This design comes from an exercise in tuning for small area, a short achievable clock period and few clock cycles per item on the open sky130 flow, not from production work.
The RTL of this run was laid out without a check of its function.

**flow/run.sh**
```bash
#!/bin/bash
# synth_recipe.tcl (not shown) runs the flow's synth.tcl, then flattens the netlist and writes it again
# the make line also repeats each setting of config.mk as NAME=value (left out here)
make -C /OpenROAD-flow-scripts/flow DESIGN_CONFIG=/design/flow/config.mk WORK_HOME=/design/flow/orfs CLKGATE_MAP_FILE= SYNTH_SCRIPT=/design/flow/synth_recipe.tcl finish
```
**flow/design.v**
```verilog
module CordicAccelerator(
  input         clock,
  input         reset,
  input         cmd_valid,
  output        cmd_ready,
  input  [6:0]  cmd_funct,
  input  [4:0]  cmd_rd,
  input  [63:0] cmd_rs1,
  input  [63:0] cmd_rs2,
  output        resp_valid,
  input         resp_ready,
  output [4:0]  resp_rd,
  output [63:0] resp_data,
  output        busy
);
  function [31:0] add32(input [31:0] a, input [31:0] b, input c);
    reg [31:0] g, p, gg, pp, gn, pn;
    integer k, l;
    begin
      g = a & b;
      p = a ^ b;
      gg = g;
      pp = p;
      gg[0] = g[0] | (p[0] & c);
      pp[0] = 1'b0;
      for (l = 0; l < 5; l = l + 1) begin
        gn = gg;
        pn = pp;
        for (k = 0; k < 32; k = k + 1)
          if (k[l]) begin
            gn[k] = gg[k] | (pp[k] & gg[((k >> l) << l) - 1]);
            pn[k] = pp[k] & pp[((k >> l) << l) - 1];
          end
        gg = gn;
        pp = pn;
      end
      add32 = p ^ {gg[30:0], c};
    end
  endfunction
  function [17:0] add18(input [17:0] a, input [17:0] b, input c);
    reg [17:0] g, p, gg, pp, gn, pn;
    integer k, l;
    begin
      g = a & b;
      p = a ^ b;
      gg = g;
      pp = p;
      gg[0] = g[0] | (p[0] & c);
      pp[0] = 1'b0;
      for (l = 0; l < 5; l = l + 1) begin
        gn = gg;
        pn = pp;
        for (k = 0; k < 18; k = k + 1)
          if (k[l]) begin
            gn[k] = gg[k] | (pp[k] & gg[((k >> l) << l) - 1]);
            pn[k] = pp[k] & pp[((k >> l) << l) - 1];
          end
        gg = gn;
        pp = pn;
      end
      add18 = p ^ {gg[16:0], c};
    end
  endfunction
  wire recirc;    
  wire [31:0] res;
  wire [4:0] end_rd;
  wire take;      
  assign cmd_ready = take;
  wire accept = cmd_valid & take;
  wire [31:0] z0 = cmd_rs2[31:0];
  wire z0_fits = (z0[31:17] == {15{z0[31]}});
  wire [17:0] zc0 = z0_fits ? z0[17:0] : {z0[31], {17{~z0[31]}}};
  wire d1 = zc0[17];
  wire [31:0] xg4 = cmd_rs1[31:0] & {32{~1'b0}};
  wire [31:0] x2 = cmd_rs1[31:0];
  wire [31:0] y3 = (xg4 ^ {32{d1}}) + {31'd0, d1};
  wire [17:0] zs5 = d1 ? zc0 + 18'd51472 : zc0 - 18'd51472;
  wire [16:0] z6 = (zs5[17:16] == {2{zs5[17]}}) ? zs5[16:0] : {zs5[17], {16{~zs5[17]}}};
  reg [31:0] p1_x;
  reg [31:0] p1_y;
  reg [16:0] p1_z;
  reg [4:0] p1_rd;
  reg p1_fn, p1_dn, p1_v;
  always @(posedge clock) begin
    if (reset) p1_v <= 1'b0;
    else p1_v <= accept | recirc;
    p1_x <= recirc ? res : x2;
    p1_y <= y3 & {32{~recirc}};
    p1_z <= z6;
    p1_rd <= recirc ? end_rd : cmd_rd;
    p1_fn <= ~recirc & cmd_funct[0];
    p1_dn <= recirc;
  end
  wire d7 = p1_z[16];
  wire [31:0] ys10 = $signed(p1_y) >>> 1;
  wire [31:0] xs11 = $signed(p1_x) >>> 1;
  wire ga12 = d7 & ~p1_dn;
  wire [31:0] x8 = add32(p1_x, ys10 ^ {32{~d7}}, ~d7);
  wire [31:0] y9 = add32(p1_y, (xs11 ^ {32{d7}}) & {32{~p1_dn}}, ga12);
  wire [16:0] zs13 = d7 ? p1_z + 17'd30386 : p1_z - 17'd30386;
  wire [15:0] z14 = (zs13[16:15] == {2{zs13[16]}}) ? zs13[15:0] : {zs13[16], {15{~zs13[16]}}};
  reg [31:0] p2_x, p2_y;
  reg [4:0] p2_rd;
  reg p2_fn, p2_dn, p2_v;
  reg [15:0] p2_z;
  always @(posedge clock) begin
    if (reset) p2_v <= 1'b0;
    else p2_v <= p1_v;
    p2_x <= x8;
    p2_y <= y9;
    p2_rd <= p1_rd;
    p2_fn <= p1_fn;
    p2_dn <= p1_dn;
    p2_z <= z14;
  end
  wire d15 = p2_z[15];
  wire [31:0] ys18 = $signed(p2_y) >>> 2;
  wire [31:0] xs19 = $signed(p2_x) >>> 2;
  wire ga20 = d15 & ~p2_dn;
  wire [31:0] x16 = add32(p2_x, ys18 ^ {32{~d15}}, ~d15);
  wire [31:0] y17 = add32(p2_y, (xs19 ^ {32{d15}}) & {32{~p2_dn}}, ga20);
  wire [15:0] zs21 = d15 ? p2_z + 16'd16055 : p2_z - 16'd16055;
  wire [14:0] z22 = (zs21[15:14] == {2{zs21[15]}}) ? zs21[14:0] : {zs21[15], {14{~zs21[15]}}};
  reg [31:0] p3_x, p3_y;
  reg [4:0] p3_rd;
  reg p3_fn, p3_dn, p3_v;
  reg [14:0] p3_z;
  always @(posedge clock) begin
    if (reset) p3_v <= 1'b0;
    else p3_v <= p2_v;
    p3_x <= x16;
    p3_y <= y17;
    p3_rd <= p2_rd;
    p3_fn <= p2_fn;
    p3_dn <= p2_dn;
    p3_z <= z22;
  end
  wire d23 = p3_z[14];
  wire [31:0] ys26 = $signed(p3_y) >>> 3;
  wire [31:0] xs27 = $signed(p3_x) >>> 3;
  wire ga28 = d23 & ~p3_dn;
  wire [31:0] x24 = add32(p3_x, ys26 ^ {32{~d23}}, ~d23);
  wire [31:0] y25 = add32(p3_y, (xs27 ^ {32{d23}}) & {32{~p3_dn}}, ga28);
  wire [14:0] zs29 = d23 ? p3_z + 15'd8150 : p3_z - 15'd8150;
  wire [13:0] z30 = (zs29[14:13] == {2{zs29[14]}}) ? zs29[13:0] : {zs29[14], {13{~zs29[14]}}};
  reg [31:0] p4_x, p4_y;
  reg [4:0] p4_rd;
  reg p4_fn, p4_dn, p4_v;
  reg [13:0] p4_z;
  always @(posedge clock) begin
    if (reset) p4_v <= 1'b0;
    else p4_v <= p3_v;
    p4_x <= x24;
    p4_y <= y25;
    p4_rd <= p3_rd;
    p4_fn <= p3_fn;
    p4_dn <= p3_dn;
    p4_z <= z30;
  end
  wire d31 = p4_z[13];
  wire [31:0] ys34 = $signed(p4_y) >>> 4;
  wire [31:0] xs35 = $signed(p4_x) >>> 4;
  wire ga36 = d31 & ~p4_dn;
  wire [31:0] x32 = add32(p4_x, ys34 ^ {32{~d31}}, ~d31);
  wire [31:0] y33 = add32(p4_y, (xs35 ^ {32{d31}}) & {32{~p4_dn}}, ga36);
  wire [13:0] zs37 = d31 ? p4_z + 14'd4091 : p4_z - 14'd4091;
  wire [12:0] z38 = (zs37[13:12] == {2{zs37[13]}}) ? zs37[12:0] : {zs37[13], {12{~zs37[13]}}};
  reg [31:0] p5_x, p5_y;
  reg [4:0] p5_rd;
  reg p5_fn, p5_dn, p5_v;
  reg [12:0] p5_z;
  always @(posedge clock) begin
    if (reset) p5_v <= 1'b0;
    else p5_v <= p4_v;
    p5_x <= x32;
    p5_y <= y33;
    p5_rd <= p4_rd;
    p5_fn <= p4_fn;
    p5_dn <= p4_dn;
    p5_z <= z38;
  end
  wire d39 = p5_z[12];
  wire [31:0] ys42 = $signed(p5_y) >>> 5;
  wire [31:0] xs43 = $signed(p5_x) >>> 5;
  wire ga44 = d39 & ~p5_dn;
  wire [31:0] x40 = add32(p5_x, ys42 ^ {32{~d39}}, ~d39);
  wire [31:0] y41 = add32(p5_y, (xs43 ^ {32{d39}}) & {32{~p5_dn}}, ga44);
  wire [12:0] zs45 = d39 ? p5_z + 13'd2047 : p5_z - 13'd2047;
  wire [11:0] z46 = (zs45[12:11] == {2{zs45[12]}}) ? zs45[11:0] : {zs45[12], {11{~zs45[12]}}};
  reg [31:0] p6_x, p6_y;
  reg [4:0] p6_rd;
  reg p6_fn, p6_dn, p6_v;
  reg [11:0] p6_z;
  always @(posedge clock) begin
    if (reset) p6_v <= 1'b0;
    else p6_v <= p5_v;
    p6_x <= x40;
    p6_y <= y41;
    p6_rd <= p5_rd;
    p6_fn <= p5_fn;
    p6_dn <= p5_dn;
    p6_z <= z46;
  end
  wire d47 = p6_z[11];
  wire [31:0] ys50 = $signed(p6_y) >>> 6;
  wire [31:0] xs51 = $signed(p6_x) >>> 6;
  wire ga52 = d47 & ~p6_dn;
  wire [31:0] x48 = add32(p6_x, ys50 ^ {32{~d47}}, ~d47);
  wire [31:0] y49 = add32(p6_y, (xs51 ^ {32{d47}}) & {32{~p6_dn}}, ga52);
  wire [11:0] zs53 = d47 ? p6_z + 12'd1024 : p6_z - 12'd1024;
  wire [10:0] z54 = (zs53[11:10] == {2{zs53[11]}}) ? zs53[10:0] : {zs53[11], {10{~zs53[11]}}};
  reg [31:0] p7_x, p7_y;
  reg [4:0] p7_rd;
  reg p7_fn, p7_dn, p7_v;
  reg [10:0] p7_z;
  always @(posedge clock) begin
    if (reset) p7_v <= 1'b0;
    else p7_v <= p6_v;
    p7_x <= x48;
    p7_y <= y49;
    p7_rd <= p6_rd;
    p7_fn <= p6_fn;
    p7_dn <= p6_dn;
    p7_z <= z54;
  end
  wire d55 = p7_z[10];
  wire [31:0] ys58 = $signed(p7_y) >>> 7;
  wire [31:0] xs59 = $signed(p7_x) >>> 7;
  wire ga60 = d55 & ~p7_dn;
  wire [31:0] x56 = add32(p7_x, ys58 ^ {32{~d55}}, ~d55);
  wire [31:0] y57 = add32(p7_y, (xs59 ^ {32{d55}}) & {32{~p7_dn}}, ga60);
  wire [10:0] zs61 = d55 ? p7_z + 11'd512 : p7_z - 11'd512;
  wire [9:0] z62 = (zs61[10:9] == {2{zs61[10]}}) ? zs61[9:0] : {zs61[10], {9{~zs61[10]}}};
  reg [31:0] p8_x, p8_y;
  reg [4:0] p8_rd;
  reg p8_fn, p8_dn, p8_v;
  reg [9:0] p8_z;
  always @(posedge clock) begin
    if (reset) p8_v <= 1'b0;
    else p8_v <= p7_v;
    p8_x <= x56;
    p8_y <= y57;
    p8_rd <= p7_rd;
    p8_fn <= p7_fn;
    p8_dn <= p7_dn;
    p8_z <= z62;
  end
  wire d63 = p8_z[9];
  wire [31:0] ys66 = $signed(p8_y) >>> 8;
  wire [31:0] xs67 = $signed(p8_x) >>> 8;
  wire ga68 = d63 & ~p8_dn;
  wire [31:0] x64 = add32(p8_x, ys66 ^ {32{~d63}}, ~d63);
  wire [31:0] y65 = add32(p8_y, (xs67 ^ {32{d63}}) & {32{~p8_dn}}, ga68);
  wire [9:0] zs69 = d63 ? p8_z + 10'd256 : p8_z - 10'd256;
  wire [8:0] z70 = (zs69[9:8] == {2{zs69[9]}}) ? zs69[8:0] : {zs69[9], {8{~zs69[9]}}};
  reg [31:0] p9_x, p9_y;
  reg [4:0] p9_rd;
  reg p9_fn, p9_dn, p9_v;
  reg [8:0] p9_z;
  always @(posedge clock) begin
    if (reset) p9_v <= 1'b0;
    else p9_v <= p8_v;
    p9_x <= x64;
    p9_y <= y65;
    p9_rd <= p8_rd;
    p9_fn <= p8_fn;
    p9_dn <= p8_dn;
    p9_z <= z70;
  end
  wire d71 = p9_z[8];
  wire [31:0] ys74 = $signed(p9_y) >>> 9;
  wire [31:0] xs75 = $signed(p9_x) >>> 9;
  wire ga76 = d71 & ~p9_dn;
  wire [31:0] x72 = add32(p9_x, ys74 ^ {32{~d71}}, ~d71);
  wire [31:0] y73 = add32(p9_y, (xs75 ^ {32{d71}}) & {32{~p9_dn}}, ga76);
  wire [8:0] zs77 = d71 ? p9_z + 9'd128 : p9_z - 9'd128;
  wire [7:0] z78 = (zs77[8:7] == {2{zs77[8]}}) ? zs77[7:0] : {zs77[8], {7{~zs77[8]}}};
  reg [31:0] p10_x, p10_y;
  reg [4:0] p10_rd;
  reg p10_fn, p10_dn, p10_v;
  reg [7:0] p10_z;
  always @(posedge clock) begin
    if (reset) p10_v <= 1'b0;
    else p10_v <= p9_v;
    p10_x <= x72;
    p10_y <= y73;
    p10_rd <= p9_rd;
    p10_fn <= p9_fn;
    p10_dn <= p9_dn;
    p10_z <= z78;
  end
  wire d79 = p10_z[7];
  wire [31:0] ys82 = $signed(p10_y) >>> 10;
  wire [31:0] xs83 = $signed(p10_x) >>> 10;
  wire ga84 = d79 & ~p10_dn;
  wire [31:0] x80 = add32(p10_x, ys82 ^ {32{~d79}}, ~d79);
  wire [31:0] y81 = add32(p10_y, (xs83 ^ {32{d79}}) & {32{~p10_dn}}, ga84);
  wire [7:0] zs85 = d79 ? p10_z + 8'd64 : p10_z - 8'd64;
  wire [6:0] z86 = (zs85[7:6] == {2{zs85[7]}}) ? zs85[6:0] : {zs85[7], {6{~zs85[7]}}};
  reg [31:0] p11_x, p11_y;
  reg [4:0] p11_rd;
  reg p11_fn, p11_dn, p11_v;
  reg [6:0] p11_z;
  always @(posedge clock) begin
    if (reset) p11_v <= 1'b0;
    else p11_v <= p10_v;
    p11_x <= x80;
    p11_y <= y81;
    p11_rd <= p10_rd;
    p11_fn <= p10_fn;
    p11_dn <= p10_dn;
    p11_z <= z86;
  end
  wire d87 = p11_z[6];
  wire [31:0] ys90 = $signed(p11_y) >>> 11;
  wire [31:0] xs91 = $signed(p11_x) >>> 11;
  wire ga92 = d87 & ~p11_dn;
  wire [31:0] x88 = add32(p11_x, ys90 ^ {32{~d87}}, ~d87);
  wire [31:0] y89 = add32(p11_y, (xs91 ^ {32{d87}}) & {32{~p11_dn}}, ga92);
  wire [6:0] zs93 = d87 ? p11_z + 7'd32 : p11_z - 7'd32;
  wire [5:0] z94 = (zs93[6:5] == {2{zs93[6]}}) ? zs93[5:0] : {zs93[6], {5{~zs93[6]}}};
  reg [31:0] p12_x, p12_y;
  reg [4:0] p12_rd;
  reg p12_fn, p12_dn, p12_v;
  reg [5:0] p12_z;
  always @(posedge clock) begin
    if (reset) p12_v <= 1'b0;
    else p12_v <= p11_v;
    p12_x <= x88;
    p12_y <= y89;
    p12_rd <= p11_rd;
    p12_fn <= p11_fn;
    p12_dn <= p11_dn;
    p12_z <= z94;
  end
  wire d95 = p12_z[5];
  wire [31:0] ys98 = $signed(p12_y) >>> 12;
  wire [31:0] xs99 = $signed(p12_x) >>> 12;
  wire ga100 = d95 & ~p12_dn;
  wire [31:0] x96 = add32(p12_x, ys98 ^ {32{~d95}}, ~d95);
  wire [31:0] y97 = add32(p12_y, (xs99 ^ {32{d95}}) & {32{~p12_dn}}, ga100);
  wire [5:0] zs101 = d95 ? p12_z + 6'd16 : p12_z - 6'd16;
  wire [4:0] z102 = (zs101[5:4] == {2{zs101[5]}}) ? zs101[4:0] : {zs101[5], {4{~zs101[5]}}};
  reg [31:0] p13_x, p13_y;
  reg [4:0] p13_rd;
  reg p13_fn, p13_dn, p13_v;
  reg [4:0] p13_z;
  always @(posedge clock) begin
    if (reset) p13_v <= 1'b0;
    else p13_v <= p12_v;
    p13_x <= x96;
    p13_y <= y97;
    p13_rd <= p12_rd;
    p13_fn <= p12_fn;
    p13_dn <= p12_dn;
    p13_z <= z102;
  end
  wire d103 = p13_z[4];
  wire [31:0] ys106 = $signed(p13_y) >>> 13;
  wire [31:0] xs107 = $signed(p13_x) >>> 13;
  wire ga108 = d103 & ~p13_dn;
  wire [31:0] x104 = add32(p13_x, ys106 ^ {32{~d103}}, ~d103);
  wire [31:0] y105 = add32(p13_y, (xs107 ^ {32{d103}}) & {32{~p13_dn}}, ga108);
  wire [4:0] zs109 = d103 ? p13_z + 5'd8 : p13_z - 5'd8;
  wire [3:0] z110 = (zs109[4:3] == {2{zs109[4]}}) ? zs109[3:0] : {zs109[4], {3{~zs109[4]}}};
  reg [31:0] p14_x, p14_y;
  reg [4:0] p14_rd;
  reg p14_fn, p14_dn, p14_v;
  reg [3:0] p14_z;
  always @(posedge clock) begin
    if (reset) p14_v <= 1'b0;
    else p14_v <= p13_v;
    p14_x <= x104;
    p14_y <= y105;
    p14_rd <= p13_rd;
    p14_fn <= p13_fn;
    p14_dn <= p13_dn;
    p14_z <= z110;
  end
  wire d111 = p14_z[3];
  wire [31:0] ys114 = $signed(p14_y) >>> 14;
  wire [31:0] xs115 = $signed(p14_x) >>> 14;
  wire ga116 = d111 & ~p14_dn;
  wire [31:0] x112 = add32(p14_x, ys114 ^ {32{~d111}}, ~d111);
  wire [31:0] y113 = add32(p14_y, (xs115 ^ {32{d111}}) & {32{~p14_dn}}, ga116);
  wire [3:0] zs117 = d111 ? p14_z + 4'd4 : p14_z - 4'd4;
  wire [2:0] z118 = (zs117[3:2] == {2{zs117[3]}}) ? zs117[2:0] : {zs117[3], {2{~zs117[3]}}};
  reg [31:0] p15_x, p15_y;
  reg [4:0] p15_rd;
  reg p15_fn, p15_dn, p15_v;
  reg [2:0] p15_z;
  always @(posedge clock) begin
    if (reset) p15_v <= 1'b0;
    else p15_v <= p14_v;
    p15_x <= x112;
    p15_y <= y113;
    p15_rd <= p14_rd;
    p15_fn <= p14_fn;
    p15_dn <= p14_dn;
    p15_z <= z118;
  end
  wire d119 = p15_z[2];
  wire [31:0] ys122 = $signed(p15_y) >>> 15;
  wire [31:0] xs123 = $signed(p15_x) >>> 15;
  wire ga124 = d119 & ~p15_dn;
  wire [31:0] x120 = add32(p15_x, ys122 ^ {32{~d119}}, ~d119);
  wire [31:0] y121 = add32(p15_y, (xs123 ^ {32{d119}}) & {32{~p15_dn}}, ga124);
  wire [2:0] zs125 = d119 ? p15_z + 3'd2 : p15_z - 3'd2;
  wire [1:0] z126 = (zs125[2:1] == {2{zs125[2]}}) ? zs125[1:0] : {zs125[2], {1{~zs125[2]}}};
  wire [15:0] hx127 = x120[31:16];
  wire [17:0] lx128 = {2'b00, x120[15:0]};
  wire [15:0] hy129 = y121[31:16];
  wire [17:0] ly130 = {2'b00, y121[15:0]};
  reg [15:0] p16_hx, p16_hy;
  reg [17:0] p16_lx, p16_ly;
  reg [4:0] p16_rd;
  reg p16_fn, p16_dn, p16_v;
  reg [1:0] p16_z;
  always @(posedge clock) begin
    if (reset) p16_v <= 1'b0;
    else p16_v <= p15_v;
    p16_hx <= hx127;
    p16_hy <= hy129;
    p16_lx <= lx128;
    p16_ly <= ly130;
    p16_rd <= p15_rd;
    p16_fn <= p15_fn;
    p16_dn <= p15_dn;
    p16_z <= z126;
  end
  wire d131 = p16_z[1];
  wire [15:0] hp132 = p16_hy + 16'd1;
  wire [15:0] hm133 = p16_hy - 16'd1;
  wire [15:0] u134 = p16_ly[17] ? hm133 : (p16_ly[16] ? hp132 : p16_hy);
  wire [15:0] hp135 = p16_hx + 16'd1;
  wire [15:0] hm136 = p16_hx - 16'd1;
  wire [15:0] u137 = p16_lx[17] ? hm136 : (p16_lx[16] ? hp135 : p16_hx);
  wire [17:0] oy138 = {{2{u134[15]}}, $signed(u134) >>> 0};
  wire [17:0] ox139 = {{2{u137[15]}}, $signed(u137) >>> 0};
  wire ga140 = d131 & ~p16_dn;
  wire [17:0] lx141 = add18(p16_lx, oy138 ^ {18{~d131}}, ~d131);
  wire [17:0] ly142 = add18(p16_ly, (ox139 ^ {18{d131}}) & {18{~p16_dn}}, ga140);
  wire [1:0] zs143 = d131 ? p16_z + 2'd1 : p16_z - 2'd1;
  wire z144 = zs143[1];
  reg [15:0] p17_hx, p17_hy;
  reg [17:0] p17_lx, p17_ly;
  reg [4:0] p17_rd;
  reg p17_fn, p17_dn, p17_v;
  reg p17_z;
  always @(posedge clock) begin
    if (reset) p17_v <= 1'b0;
    else p17_v <= p16_v;
    p17_hx <= p16_hx;
    p17_hy <= p16_hy;
    p17_lx <= lx141;
    p17_ly <= ly142;
    p17_rd <= p16_rd;
    p17_fn <= p16_fn;
    p17_dn <= p16_dn;
    p17_z <= z144;
  end
  wire d145 = p17_z;
  wire [15:0] hp146 = p17_hy + 16'd1;
  wire [15:0] hm147 = p17_hy - 16'd1;
  wire [15:0] u148 = p17_ly[17] ? hm147 : (p17_ly[16] ? hp146 : p17_hy);
  wire [15:0] hp149 = p17_hx + 16'd1;
  wire [15:0] hm150 = p17_hx - 16'd1;
  wire [15:0] u151 = p17_lx[17] ? hm150 : (p17_lx[16] ? hp149 : p17_hx);
  wire [17:0] oy152 = {{2{u148[15]}}, $signed(u148) >>> 1};
  wire [17:0] ox153 = {{2{u151[15]}}, $signed(u151) >>> 1};
  wire ga154 = d145 & ~p17_dn;
  wire [17:0] lx155 = add18(p17_lx, oy152 ^ {18{~d145}}, ~d145);
  wire [17:0] ly156 = add18(p17_ly, (ox153 ^ {18{d145}}) & {18{~p17_dn}}, ga154);
  reg [15:0] p18_hx, p18_hy;
  reg [17:0] p18_lx, p18_ly;
  reg [4:0] p18_rd;
  reg p18_fn, p18_dn, p18_v;
  reg p18_d;
  always @(posedge clock) begin
    if (reset) p18_v <= 1'b0;
    else p18_v <= p17_v;
    p18_hx <= p17_hx;
    p18_hy <= p17_hy;
    p18_lx <= lx155;
    p18_ly <= ly156;
    p18_rd <= p17_rd;
    p18_fn <= p17_fn;
    p18_dn <= p17_dn;
    p18_d <= d145;
  end
  wire [15:0] hp157 = p18_hy + 16'd1;
  wire [15:0] hm158 = p18_hy - 16'd1;
  wire [15:0] u159 = p18_ly[17] ? hm158 : (p18_ly[16] ? hp157 : p18_hy);
  wire [15:0] hp160 = p18_hx + 16'd1;
  wire [15:0] hm161 = p18_hx - 16'd1;
  wire [15:0] u162 = p18_lx[17] ? hm161 : (p18_lx[16] ? hp160 : p18_hx);
  wire [17:0] oy163 = {{2{u159[15]}}, $signed(u159) >>> 2};
  wire [17:0] ox164 = {{2{u162[15]}}, $signed(u162) >>> 2};
  wire ga165 = p18_d & ~p18_dn;
  wire [17:0] lx166 = add18(p18_lx, oy163 ^ {18{~p18_d}}, ~p18_d);
  wire [17:0] ly167 = add18(p18_ly, (ox164 ^ {18{p18_d}}) & {18{~p18_dn}}, ga165);
  reg [15:0] p19_hx, p19_hy;
  reg [17:0] p19_lx, p19_ly;
  reg [4:0] p19_rd;
  reg p19_fn, p19_dn, p19_v;
  reg p19_d;
  always @(posedge clock) begin
    if (reset) p19_v <= 1'b0;
    else p19_v <= p18_v;
    p19_hx <= p18_hx;
    p19_hy <= p18_hy;
    p19_lx <= lx166;
    p19_ly <= ly167;
    p19_rd <= p18_rd;
    p19_fn <= p18_fn;
    p19_dn <= p18_dn;
    p19_d <= p18_d;
  end
  wire [15:0] hp168 = p19_hy + 16'd1;
  wire [15:0] hm169 = p19_hy - 16'd1;
  wire [15:0] u170 = p19_ly[17] ? hm169 : (p19_ly[16] ? hp168 : p19_hy);
  wire [15:0] hp171 = p19_hx + 16'd1;
  wire [15:0] hm172 = p19_hx - 16'd1;
  wire [15:0] u173 = p19_lx[17] ? hm172 : (p19_lx[16] ? hp171 : p19_hx);
  wire [17:0] oy174 = {{2{u170[15]}}, $signed(u170) >>> 3};
  wire [17:0] ox175 = {{2{u173[15]}}, $signed(u173) >>> 3};
  wire ga176 = p19_d & ~p19_dn;
  wire [17:0] lx177 = add18(p19_lx, oy174 ^ {18{~p19_d}}, ~p19_d);
  wire [17:0] ly178 = add18(p19_ly, (ox175 ^ {18{p19_d}}) & {18{~p19_dn}}, ga176);
  reg [15:0] p20_hx, p20_hy;
  reg [17:0] p20_lx, p20_ly;
  reg [4:0] p20_rd;
  reg p20_fn, p20_dn, p20_v;
  reg p20_d;
  always @(posedge clock) begin
    if (reset) p20_v <= 1'b0;
    else p20_v <= p19_v;
    p20_hx <= p19_hx;
    p20_hy <= p19_hy;
    p20_lx <= lx177;
    p20_ly <= ly178;
    p20_rd <= p19_rd;
    p20_fn <= p19_fn;
    p20_dn <= p19_dn;
    p20_d <= p19_d;
  end
  wire [15:0] hp179 = p20_hy + 16'd1;
  wire [15:0] hm180 = p20_hy - 16'd1;
  wire [15:0] u181 = p20_ly[17] ? hm180 : (p20_ly[16] ? hp179 : p20_hy);
  wire [15:0] hp182 = p20_hx + 16'd1;
  wire [15:0] hm183 = p20_hx - 16'd1;
  wire [15:0] u184 = p20_lx[17] ? hm183 : (p20_lx[16] ? hp182 : p20_hx);
  wire [17:0] oy185 = {{2{u181[15]}}, $signed(u181) >>> 4};
  wire [17:0] ox186 = {{2{u184[15]}}, $signed(u184) >>> 4};
  wire ga187 = p20_d & ~p20_dn;
  wire [17:0] lx188 = add18(p20_lx, oy185 ^ {18{~p20_d}}, ~p20_d);
  wire [17:0] ly189 = add18(p20_ly, (ox186 ^ {18{p20_d}}) & {18{~p20_dn}}, ga187);
  reg [15:0] p21_hx, p21_hy;
  reg [17:0] p21_lx, p21_ly;
  reg [4:0] p21_rd;
  reg p21_fn, p21_dn, p21_v;
  reg p21_d;
  always @(posedge clock) begin
    if (reset) p21_v <= 1'b0;
    else p21_v <= p20_v;
    p21_hx <= p20_hx;
    p21_hy <= p20_hy;
    p21_lx <= lx188;
    p21_ly <= ly189;
    p21_rd <= p20_rd;
    p21_fn <= p20_fn;
    p21_dn <= p20_dn;
    p21_d <= p20_d;
  end
  wire [15:0] hp190 = p21_hy + 16'd1;
  wire [15:0] hm191 = p21_hy - 16'd1;
  wire [15:0] u192 = p21_ly[17] ? hm191 : (p21_ly[16] ? hp190 : p21_hy);
  wire [15:0] hp193 = p21_hx + 16'd1;
  wire [15:0] hm194 = p21_hx - 16'd1;
  wire [15:0] u195 = p21_lx[17] ? hm194 : (p21_lx[16] ? hp193 : p21_hx);
  wire [17:0] oy196 = {{2{u192[15]}}, $signed(u192) >>> 5};
  wire [17:0] ox197 = {{2{u195[15]}}, $signed(u195) >>> 5};
  wire ga198 = p21_d & ~p21_dn;
  wire [17:0] lx199 = add18(p21_lx, oy196 ^ {18{~p21_d}}, ~p21_d);
  wire [17:0] ly200 = add18(p21_ly, (ox197 ^ {18{p21_d}}) & {18{~p21_dn}}, ga198);
  reg [15:0] p22_hx, p22_hy;
  reg [17:0] p22_lx, p22_ly;
  reg [4:0] p22_rd;
  reg p22_fn, p22_dn, p22_v;
  reg p22_d;
  always @(posedge clock) begin
    if (reset) p22_v <= 1'b0;
    else p22_v <= p21_v;
    p22_hx <= p21_hx;
    p22_hy <= p21_hy;
    p22_lx <= lx199;
    p22_ly <= ly200;
    p22_rd <= p21_rd;
    p22_fn <= p21_fn;
    p22_dn <= p21_dn;
    p22_d <= p21_d;
  end
  wire [15:0] hp201 = p22_hy + 16'd1;
  wire [15:0] hm202 = p22_hy - 16'd1;
  wire [15:0] u203 = p22_ly[17] ? hm202 : (p22_ly[16] ? hp201 : p22_hy);
  wire [15:0] hp204 = p22_hx + 16'd1;
  wire [15:0] hm205 = p22_hx - 16'd1;
  wire [15:0] u206 = p22_lx[17] ? hm205 : (p22_lx[16] ? hp204 : p22_hx);
  wire [17:0] oy207 = {{2{u203[15]}}, $signed(u203) >>> 6};
  wire [17:0] ox208 = {{2{u206[15]}}, $signed(u206) >>> 6};
  wire ga209 = p22_d & ~p22_dn;
  wire [17:0] lx210 = add18(p22_lx, oy207 ^ {18{~p22_d}}, ~p22_d);
  wire [17:0] ly211 = add18(p22_ly, (ox208 ^ {18{p22_d}}) & {18{~p22_dn}}, ga209);
  reg [15:0] p23_hx, p23_hy;
  reg [17:0] p23_lx, p23_ly;
  reg [4:0] p23_rd;
  reg p23_fn, p23_dn, p23_v;
  reg p23_d;
  always @(posedge clock) begin
    if (reset) p23_v <= 1'b0;
    else p23_v <= p22_v;
    p23_hx <= p22_hx;
    p23_hy <= p22_hy;
    p23_lx <= lx210;
    p23_ly <= ly211;
    p23_rd <= p22_rd;
    p23_fn <= p22_fn;
    p23_dn <= p22_dn;
    p23_d <= p22_d;
  end
  wire [15:0] hp212 = p23_hy + 16'd1;
  wire [15:0] hm213 = p23_hy - 16'd1;
  wire [15:0] u214 = p23_ly[17] ? hm213 : (p23_ly[16] ? hp212 : p23_hy);
  wire [15:0] hp215 = p23_hx + 16'd1;
  wire [15:0] hm216 = p23_hx - 16'd1;
  wire [15:0] u217 = p23_lx[17] ? hm216 : (p23_lx[16] ? hp215 : p23_hx);
  wire [17:0] oy218 = {{2{u214[15]}}, $signed(u214) >>> 7};
  wire [17:0] ox219 = {{2{u217[15]}}, $signed(u217) >>> 7};
  wire ga220 = p23_d & ~p23_dn;
  wire [17:0] lx221 = add18(p23_lx, oy218 ^ {18{~p23_d}}, ~p23_d);
  wire [17:0] ly222 = add18(p23_ly, (ox219 ^ {18{p23_d}}) & {18{~p23_dn}}, ga220);
  reg [15:0] p24_hx, p24_hy;
  reg [17:0] p24_lx, p24_ly;
  reg [4:0] p24_rd;
  reg p24_fn, p24_dn, p24_v;
  reg p24_d;
  always @(posedge clock) begin
    if (reset) p24_v <= 1'b0;
    else p24_v <= p23_v;
    p24_hx <= p23_hx;
    p24_hy <= p23_hy;
    p24_lx <= lx221;
    p24_ly <= ly222;
    p24_rd <= p23_rd;
    p24_fn <= p23_fn;
    p24_dn <= p23_dn;
    p24_d <= p23_d;
  end
  wire [15:0] hp223 = p24_hy + 16'd1;
  wire [15:0] hm224 = p24_hy - 16'd1;
  wire [15:0] u225 = p24_ly[17] ? hm224 : (p24_ly[16] ? hp223 : p24_hy);
  wire [15:0] hp226 = p24_hx + 16'd1;
  wire [15:0] hm227 = p24_hx - 16'd1;
  wire [15:0] u228 = p24_lx[17] ? hm227 : (p24_lx[16] ? hp226 : p24_hx);
  wire [17:0] oy229 = {{2{u225[15]}}, $signed(u225) >>> 8};
  wire [17:0] ox230 = {{2{u228[15]}}, $signed(u228) >>> 8};
  wire ga231 = p24_d & ~p24_dn;
  wire [17:0] lx232 = add18(p24_lx, oy229 ^ {18{~p24_d}}, ~p24_d);
  wire [17:0] ly233 = add18(p24_ly, (ox230 ^ {18{p24_d}}) & {18{~p24_dn}}, ga231);
  reg [15:0] p25_hx, p25_hy;
  reg [17:0] p25_lx, p25_ly;
  reg [4:0] p25_rd;
  reg p25_fn, p25_dn, p25_v;
  reg p25_d;
  always @(posedge clock) begin
    if (reset) p25_v <= 1'b0;
    else p25_v <= p24_v;
    p25_hx <= p24_hx;
    p25_hy <= p24_hy;
    p25_lx <= lx232;
    p25_ly <= ly233;
    p25_rd <= p24_rd;
    p25_fn <= p24_fn;
    p25_dn <= p24_dn;
    p25_d <= p24_d;
  end
  wire [15:0] hp234 = p25_hy + 16'd1;
  wire [15:0] hm235 = p25_hy - 16'd1;
  wire [15:0] u236 = p25_ly[17] ? hm235 : (p25_ly[16] ? hp234 : p25_hy);
  wire [15:0] hp237 = p25_hx + 16'd1;
  wire [15:0] hm238 = p25_hx - 16'd1;
  wire [15:0] u239 = p25_lx[17] ? hm238 : (p25_lx[16] ? hp237 : p25_hx);
  wire [17:0] oy240 = {{2{u236[15]}}, $signed(u236) >>> 9};
  wire [17:0] ox241 = {{2{u239[15]}}, $signed(u239) >>> 9};
  wire ga242 = p25_d & ~p25_dn;
  wire [17:0] lx243 = add18(p25_lx, oy240 ^ {18{~p25_d}}, ~p25_d);
  wire [17:0] ly244 = add18(p25_ly, (ox241 ^ {18{p25_d}}) & {18{~p25_dn}}, ga242);
  reg [15:0] p26_hx, p26_hy;
  reg [17:0] p26_lx, p26_ly;
  reg [4:0] p26_rd;
  reg p26_fn, p26_dn, p26_v;
  reg p26_d;
  always @(posedge clock) begin
    if (reset) p26_v <= 1'b0;
    else p26_v <= p25_v;
    p26_hx <= p25_hx;
    p26_hy <= p25_hy;
    p26_lx <= lx243;
    p26_ly <= ly244;
    p26_rd <= p25_rd;
    p26_fn <= p25_fn;
    p26_dn <= p25_dn;
    p26_d <= p25_d;
  end
  wire [15:0] hp245 = p26_hy + 16'd1;
  wire [15:0] hm246 = p26_hy - 16'd1;
  wire [15:0] u247 = p26_ly[17] ? hm246 : (p26_ly[16] ? hp245 : p26_hy);
  wire [15:0] hp248 = p26_hx + 16'd1;
  wire [15:0] hm249 = p26_hx - 16'd1;
  wire [15:0] u250 = p26_lx[17] ? hm249 : (p26_lx[16] ? hp248 : p26_hx);
  wire [17:0] oy251 = {{2{u247[15]}}, $signed(u247) >>> 10};
  wire [17:0] ox252 = {{2{u250[15]}}, $signed(u250) >>> 10};
  wire ga253 = p26_d & ~p26_dn;
  wire [17:0] lx254 = add18(p26_lx, oy251 ^ {18{~p26_d}}, ~p26_d);
  wire [17:0] ly255 = add18(p26_ly, (ox252 ^ {18{p26_d}}) & {18{~p26_dn}}, ga253);
  reg [15:0] p27_hx, p27_hy;
  reg [17:0] p27_lx, p27_ly;
  reg [4:0] p27_rd;
  reg p27_fn, p27_dn, p27_v;
  reg p27_d;
  always @(posedge clock) begin
    if (reset) p27_v <= 1'b0;
    else p27_v <= p26_v;
    p27_hx <= p26_hx;
    p27_hy <= p26_hy;
    p27_lx <= lx254;
    p27_ly <= ly255;
    p27_rd <= p26_rd;
    p27_fn <= p26_fn;
    p27_dn <= p26_dn;
    p27_d <= p26_d;
  end
  wire [15:0] hp256 = p27_hy + 16'd1;
  wire [15:0] hm257 = p27_hy - 16'd1;
  wire [15:0] u258 = p27_ly[17] ? hm257 : (p27_ly[16] ? hp256 : p27_hy);
  wire [15:0] hp259 = p27_hx + 16'd1;
  wire [15:0] hm260 = p27_hx - 16'd1;
  wire [15:0] u261 = p27_lx[17] ? hm260 : (p27_lx[16] ? hp259 : p27_hx);
  wire [17:0] oy262 = {{2{u258[15]}}, $signed(u258) >>> 11};
  wire [17:0] ox263 = {{2{u261[15]}}, $signed(u261) >>> 11};
  wire ga264 = p27_d & ~p27_dn;
  wire [17:0] lx265 = add18(p27_lx, oy262 ^ {18{~p27_d}}, ~p27_d);
  wire [17:0] ly266 = add18(p27_ly, (ox263 ^ {18{p27_d}}) & {18{~p27_dn}}, ga264);
  reg [15:0] p28_hx, p28_hy;
  reg [17:0] p28_lx, p28_ly;
  reg [4:0] p28_rd;
  reg p28_fn, p28_dn, p28_v;
  reg p28_d;
  always @(posedge clock) begin
    if (reset) p28_v <= 1'b0;
    else p28_v <= p27_v;
    p28_hx <= p27_hx;
    p28_hy <= p27_hy;
    p28_lx <= lx265;
    p28_ly <= ly266;
    p28_rd <= p27_rd;
    p28_fn <= p27_fn;
    p28_dn <= p27_dn;
    p28_d <= p27_d;
  end
  wire [15:0] hp267 = p28_hy + 16'd1;
  wire [15:0] hm268 = p28_hy - 16'd1;
  wire [15:0] u269 = p28_ly[17] ? hm268 : (p28_ly[16] ? hp267 : p28_hy);
  wire [15:0] hp270 = p28_hx + 16'd1;
  wire [15:0] hm271 = p28_hx - 16'd1;
  wire [15:0] u272 = p28_lx[17] ? hm271 : (p28_lx[16] ? hp270 : p28_hx);
  wire [17:0] oy273 = {{2{u269[15]}}, $signed(u269) >>> 12};
  wire [17:0] ox274 = {{2{u272[15]}}, $signed(u272) >>> 12};
  wire ga275 = p28_d & ~p28_dn;
  wire [17:0] lx276 = add18(p28_lx, oy273 ^ {18{~p28_d}}, ~p28_d);
  wire [17:0] ly277 = add18(p28_ly, (ox274 ^ {18{p28_d}}) & {18{~p28_dn}}, ga275);
  reg [15:0] p29_hx, p29_hy;
  reg [17:0] p29_lx, p29_ly;
  reg [4:0] p29_rd;
  reg p29_fn, p29_dn, p29_v;
  reg p29_d;
  always @(posedge clock) begin
    if (reset) p29_v <= 1'b0;
    else p29_v <= p28_v;
    p29_hx <= p28_hx;
    p29_hy <= p28_hy;
    p29_lx <= lx276;
    p29_ly <= ly277;
    p29_rd <= p28_rd;
    p29_fn <= p28_fn;
    p29_dn <= p28_dn;
    p29_d <= p28_d;
  end
  wire [15:0] hp278 = p29_hy + 16'd1;
  wire [15:0] hm279 = p29_hy - 16'd1;
  wire [15:0] u280 = p29_ly[17] ? hm279 : (p29_ly[16] ? hp278 : p29_hy);
  wire [15:0] hp281 = p29_hx + 16'd1;
  wire [15:0] hm282 = p29_hx - 16'd1;
  wire [15:0] u283 = p29_lx[17] ? hm282 : (p29_lx[16] ? hp281 : p29_hx);
  wire [17:0] oy284 = {{2{u280[15]}}, $signed(u280) >>> 13};
  wire [17:0] ox285 = {{2{u283[15]}}, $signed(u283) >>> 13};
  wire ga286 = p29_d & ~p29_dn;
  wire [17:0] lx287 = add18(p29_lx, oy284 ^ {18{~p29_d}}, ~p29_d);
  wire [17:0] ly288 = add18(p29_ly, (ox285 ^ {18{p29_d}}) & {18{~p29_dn}}, ga286);
  reg [15:0] p30_hx, p30_hy;
  reg [17:0] p30_lx, p30_ly;
  reg [4:0] p30_rd;
  reg p30_fn, p30_dn, p30_v;
  reg p30_d;
  always @(posedge clock) begin
    if (reset) p30_v <= 1'b0;
    else p30_v <= p29_v;
    p30_hx <= p29_hx;
    p30_hy <= p29_hy;
    p30_lx <= lx287;
    p30_ly <= ly288;
    p30_rd <= p29_rd;
    p30_fn <= p29_fn;
    p30_dn <= p29_dn;
    p30_d <= p29_d;
  end
  wire [15:0] hp289 = p30_hy + 16'd1;
  wire [15:0] hm290 = p30_hy - 16'd1;
  wire [15:0] u291 = p30_ly[17] ? hm290 : (p30_ly[16] ? hp289 : p30_hy);
  wire [15:0] hp292 = p30_hx + 16'd1;
  wire [15:0] hm293 = p30_hx - 16'd1;
  wire [15:0] u294 = p30_lx[17] ? hm293 : (p30_lx[16] ? hp292 : p30_hx);
  wire [17:0] oy295 = {{2{u291[15]}}, $signed(u291) >>> 14};
  wire [17:0] ox296 = {{2{u294[15]}}, $signed(u294) >>> 14};
  wire ga297 = p30_d & ~p30_dn;
  wire [17:0] lx298 = add18(p30_lx, oy295 ^ {18{~p30_d}}, ~p30_d);
  wire [17:0] ly299 = add18(p30_ly, (ox296 ^ {18{p30_d}}) & {18{~p30_dn}}, ga297);
  reg [15:0] p31_hx, p31_hy;
  reg [17:0] p31_lx, p31_ly;
  reg [4:0] p31_rd;
  reg p31_fn, p31_dn, p31_v;
  reg p31_d;
  always @(posedge clock) begin
    if (reset) p31_v <= 1'b0;
    else p31_v <= p30_v;
    p31_hx <= p30_hx;
    p31_hy <= p30_hy;
    p31_lx <= lx298;
    p31_ly <= ly299;
    p31_rd <= p30_rd;
    p31_fn <= p30_fn;
    p31_dn <= p30_dn;
    p31_d <= p30_d;
  end
  wire [15:0] hp300 = p31_hy + 16'd1;
  wire [15:0] hm301 = p31_hy - 16'd1;
  wire [15:0] u302 = p31_ly[17] ? hm301 : (p31_ly[16] ? hp300 : p31_hy);
  wire [15:0] hp303 = p31_hx + 16'd1;
  wire [15:0] hm304 = p31_hx - 16'd1;
  wire [15:0] u305 = p31_lx[17] ? hm304 : (p31_lx[16] ? hp303 : p31_hx);
  wire [17:0] oy306 = {{2{u302[15]}}, $signed(u302) >>> 15};
  wire [17:0] ox307 = {{2{u305[15]}}, $signed(u305) >>> 15};
  wire ga308 = p31_d & ~p31_dn;
  wire [17:0] lx309 = add18(p31_lx, oy306 ^ {18{~p31_d}}, ~p31_d);
  wire [17:0] ly310 = add18(p31_ly, (ox307 ^ {18{p31_d}}) & {18{~p31_dn}}, ga308);
  wire [15:0] rh = p31_fn ? p31_hy : p31_hx;
  wire [17:0] rl = p31_fn ? ly310 : lx309;
  wire [15:0] rhc = rh + {{14{rl[17]}}, rl[17:16]};
  assign res = {rhc, rl[15:0]};
  assign end_rd = p31_rd;
  wire end_v = p31_v;
  reg [31:0] h_data, k_data;
  reg [4:0] h_rd, k_rd;
  reg hv, kv, busy_r;
  reg blocked;
  reg [4:0] wait_n;
  wire wait_0 = (wait_n == 5'd0);
  wire push = end_v & ~(hv & kv) & (~blocked | wait_0);
  assign recirc = end_v & ~push;
  assign take = ~recirc & ~blocked;
  wire pop = hv & resp_ready;
  wire h_load = ~hv | pop;
  wire hv_n = h_load ? (kv | push) : 1'b1;
  wire kv_n = h_load ? (kv & push) : (kv | push);
  wire inflight_n = hv_n | kv_n |
      (accept | recirc) |
      p1_v |
      p2_v |
      p3_v |
      p4_v |
      p5_v |
      p6_v |
      p7_v |
      p8_v |
      p9_v |
      p10_v |
      p11_v |
      p12_v |
      p13_v |
      p14_v |
      p15_v |
      p16_v |
      p17_v |
      p18_v |
      p19_v |
      p20_v |
      p21_v |
      p22_v |
      p23_v |
      p24_v |
      p25_v |
      p26_v |
      p27_v |
      p28_v |
      p29_v |
      p30_v;
  always @(posedge clock) begin
    if (reset) begin
      hv <= 1'b0;
      kv <= 1'b0;
      busy_r <= 1'b0;
      blocked <= 1'b0;
    end else begin
      hv <= hv_n;
      kv <= kv_n;
      busy_r <= inflight_n;
      if (recirc & (~blocked | wait_0))
        blocked <= 1'b1;
      else if (push & blocked)
        blocked <= 1'b0;
    end
    if (recirc & (~blocked | wait_0))
      wait_n <= 5'd30;
    else
      wait_n <= wait_n - 5'd1;
    if (h_load) begin
      h_data <= kv ? k_data : res;
      h_rd <= kv ? k_rd : end_rd;
    end
    if (h_load ? kv : ~kv) begin
      k_data <= res;
      k_rd <= end_rd;
    end
  end
  assign resp_valid = hv;
  assign resp_rd = h_rd;
  assign resp_data = {32'h0, h_data};
  assign busy = busy_r;
endmodule
```
**flow/constraint.sdc**
```tcl
create_clock -name core_clock -period 6.0 [get_ports {clock}]
set_input_delay 1.2000 -clock core_clock [delete_from_list [all_inputs] [get_ports {clock}]]
set_output_delay 1.2000 -clock core_clock [all_outputs]
set_load 0.01 [all_outputs]
```
**flow/config.mk**
```make
export PLATFORM = sky130hd
export DESIGN_NAME = CordicAccelerator
export DESIGN_NICKNAME = CordicAccelerator
export VERILOG_FILES = /design/flow/design.v
export SDC_FILE = /design/flow/constraint.sdc
export NUM_CORES = 8
export LEC_CHECK = 0
export CAP_MARGIN = 20
export CORE_MARGIN = 2
export CORE_UTILIZATION = 60
export SETUP_SLACK_MARGIN = 2.0
export SLEW_MARGIN = 20
```
==> results by group <==
Clock network
  • Clk sinks: 2542
  • Clock latency on the worst-skew pair: 0.93 ns
  • Max H-tree Level: 5
  • Clock buffer depth: 4
  • CTS Hold Bufs: 0
  • Clk pin slew, worst setup/hold paths: 0.06 ns
  • Root buf cell: clkbuf_16
  • Num CTS Buffers: 286
  • CTS tree: done

Critical path
  • CP Capture Type: flop
  • R2R depth: 33
  • Startpoint Class: flop
  • CP max stage cell: fa_2
  • Slowest stage delay, CP: 0.41 ns
  • CP Class: reg2reg
  • R2R setup slack: -0.77 ns
  • Maximum fanout along the worst path: 8
  • Arr. time, crit path: 7.42 ns
  • Crit-path most repeated cell: buf_4
  • WP data required: 6.65 ns

Floorplanning
  • # IOs: 216
  • Die height: 475 um
  • Die Area: 225000 sq um
  • Core Area: 220000 sq um
  • Starting Density: 0.604
  • Row count: 172
  • Die X: 475 um

GRT
  • Vias in the first global route: 98100
  • Total Routing Usage GR: 0.287
  • Gr ovfl total: 0
  • Largest net degree at the start of global routing: 57
  • First-pass GRT wire length: 522 mm
  • Initial antenna violation count: 5

Timing
  • Period minus WS final: 6.77 ns
  • Setup TNS: -16.13 ns
  • PnR worst setup slack: -0.766 ns
  • Final Cycle Share: 1.13
  • Final Hold Vio Count: 0
  • Final Setup Violations: 29
  • Slew headroom: 0.299
  • Tightest Pin Transition: 1.05 ns
  • Clk_skew: 0.0708 ns
  • F_max: 148 MHz
  • Slew Limit Fails: 0
  • RSZ-0062 raised after global routing: true

Outcome
  • Fail Reasons: negative setup slack
  • Status: failed layout checks

Placement
  • Placed inst area: 139000 sq um
  • Detailed Place HPWL: 246 mm
  • Pre-CTS setup slack: -0.935 ns
  • RePlAce Congestion: 0.909
  • IO buf count: 113
  • Dpl cells: 16500

Synth
  • Yosys cell types: 104
  • YS warnings: 1
  • Synth top area cells: dfxtp_1 37%, ha_1 13%, xnor2_1 11%
  • Mapped Cells: 13500
  • Seq cells post-synth: 2542
  • Area leader, netlist: dfxtp_1
  • FFs w/ async S/R, synth: 0
  • Ys flop type: dfxtp_1
  • Synth top area share: 0.372
  • Number of synthesized flops with an enable pin: 74
  • Syn avg cell area: 9.86 sq um
  • Synthesized area: 133000 sq um
  • Register area share after synthesis: 0.389

Detailed routing
  • Via/cell ratio: 5.53
  • Detailed-route via count: 95700
  • DRT iter0 DRCs: 5175
  • Antenna Violating Nets Remaining: 0
  • Final WL: 328 mm
  • DRC violations left: 0
  • Drt pass-1 iters: 9
  • Detailed-route wire length per cell: 19.0 um

Final layout
  • Nets: 16000
  • Final Cell Area: 155000 sq um
  • Utilization after layout: 0.703
  • Synth-to-Final Area Change: 16.3%
  • Proportion of layout cells with a drive suffix above 1: 0.133
  • Non-filler cells, final: 17300

Job
  • MaxCap Viol Count: 0

Worst hold path
  • Hold Path Class: reg2reg
  • Hold Path Depth: 0
==> cell usage in the layout (no fill, tap or decap), types with 179 or more instances in the layout <==
master     count
dfxtp_1     2316
xnor2_1     1666
ha_1        1390
nor2_1      1317
inv_1        733
a21oi_1      597
xor2_1       547
buf_4        469
nand2_1      394
a21o_1       388
o21ai_0      341
nor3_1       327
clkbuf_16    294
fa_1         277
o21a_1       232
nand2b_1     231
nand3_1      179
==> final timing paths <==
kind | endpoint | from
setup / recovery | h_data[30]$_DFFE_PN_ | p31_ly[17]$_DFF_P_
hold / removal | p5_rd[4]$_DFF_P_ | p4_rd[4]$_DFF_P_
setup reg to reg | h_data[30]$_DFFE_PN_ | p31_ly[17]$_DFF_P_
hold reg to reg | p5_rd[4]$_DFF_P_ | p4_rd[4]$_DFF_P_
==> kinds of logic after synthesis <==
logic type | after synthesis | share of synthesized area
muxes | 70 | 0.00574
xor gates and xnor gates | 2284 | 0.151
and+or+nand+nor | 3442 | 0.126
AOI/OAI and AO/OA | 2321 | 0.113
DFF | 2542 | 0.389
other | 1 | 0.0000282
buffers and inverters | 1050 | 0.0307
adders and majority gates | 1764 | 0.186
==> metal layers <==
| metal | GRT usage | vias to the layer above | share of wire |
|---|---|---|---|
| met2 | 0.485 | 1840 | 0.47 |
| met5 | 0 | - | 0.000040 |
| met4 | 0.0967 | 2 | 0.034 |
| met1 | 0.381 | 45900 | 0.46 |
| li1 | - | 47300 | - |
| met3 | 0.0328 | 668 | 0.036 |
==> area by class of cell <==
| cell class | instances | area, sq um |
|---|---|---|
| clock inverters | 96 | 1120 |
| inverters | 765 | 2880 |
| flip-flops and latches | 2542 | 52000 |
| repair buffers | 632 | 5320 |
| fillers | 16700 | 65400 |
| diodes | 4 | 10.0 |
| multi-input cells | 9914 | 81400 |
| clock buffers | 384 | 8180 |
| well taps | 2958 | 3700 |
==> metrics by stage <==
step                hold slack (ns)
floorplan                     0.310
global placement              0.310
detailed placement            0.312
CTS                           0.300
global route                  0.298
finish                        0.291
==> Yosys cell counts, types with 23 or more instances <==
master    number
dfxtp_1     2468
xnor2_1     1725
ha_1        1417
nor2_1      1365
inv_1        762
a21oi_1      673
xor2_1       559
o21ai_0      440
nand2_1      413
a21o_1       388
nor3_1       360
fa_1         346
nand2b_1     237
o21a_1       234
nand3_1      187
clkbuf_1     176
nor2b_1      171
nand4_1      137
and3_1       135
or3_1        115
a31oi_1      113
nor4_1        81
and2_1        78
edfxtp_1      74
o21bai_1      66
buf_1         65
a211oi_1      51
mux2_2        50
a21boi_0      44
buf_4         33
o211ai_1      29
a41oi_1       27
o41ai_1       27
or2_2         27
o221a_2       26
a41o_1        25
and4_1        23
==> critical path, delay by kind of cell, from the launching register on <==
family,cells,cell delay (ns)
AOI/OAI and AO/OA,14,2.55
and+or+nand+nor,5,0.83
buffers and inverters,5,0.67
muxes,1,0.26
xor gates and xnor gates,5,0.97
DFF,1,0.31
adders and majority gates,3,0.91
==> repair_timing <==
item                                    in CTS  in global routing
setup buffers                              191                129
resized for setup                          524                410
pin swaps                                  289                251
endpoints found under the setup margin     344                493
cloned                                       2                  0

==> port drivers added, routing unchanged <==
The results above use ideal ports. As a check the final layout listed here was re-extracted and re-timed, cells and wires unchanged.
Step 1, drivers: a clkbuf_16 drives clock and a buf_2 each remaining input, both assumed.
Step 2, shift: input delay + t, output delay - t, t = (earliest + latest rising clock arrival at the registers) / 2. This alone moves slack from input paths to output paths.
a / b / c = ideal / step 1 / step 2; a / b = the first two.
shift t [ns]: 0.995
setup WS [ns]: -0.766 / -0.766 / -0.766
pins driven straight from the clock port: 1
For this run, drivers alone change the setup slack by 0.000 ns; drivers and shift together by 0.000 ns.
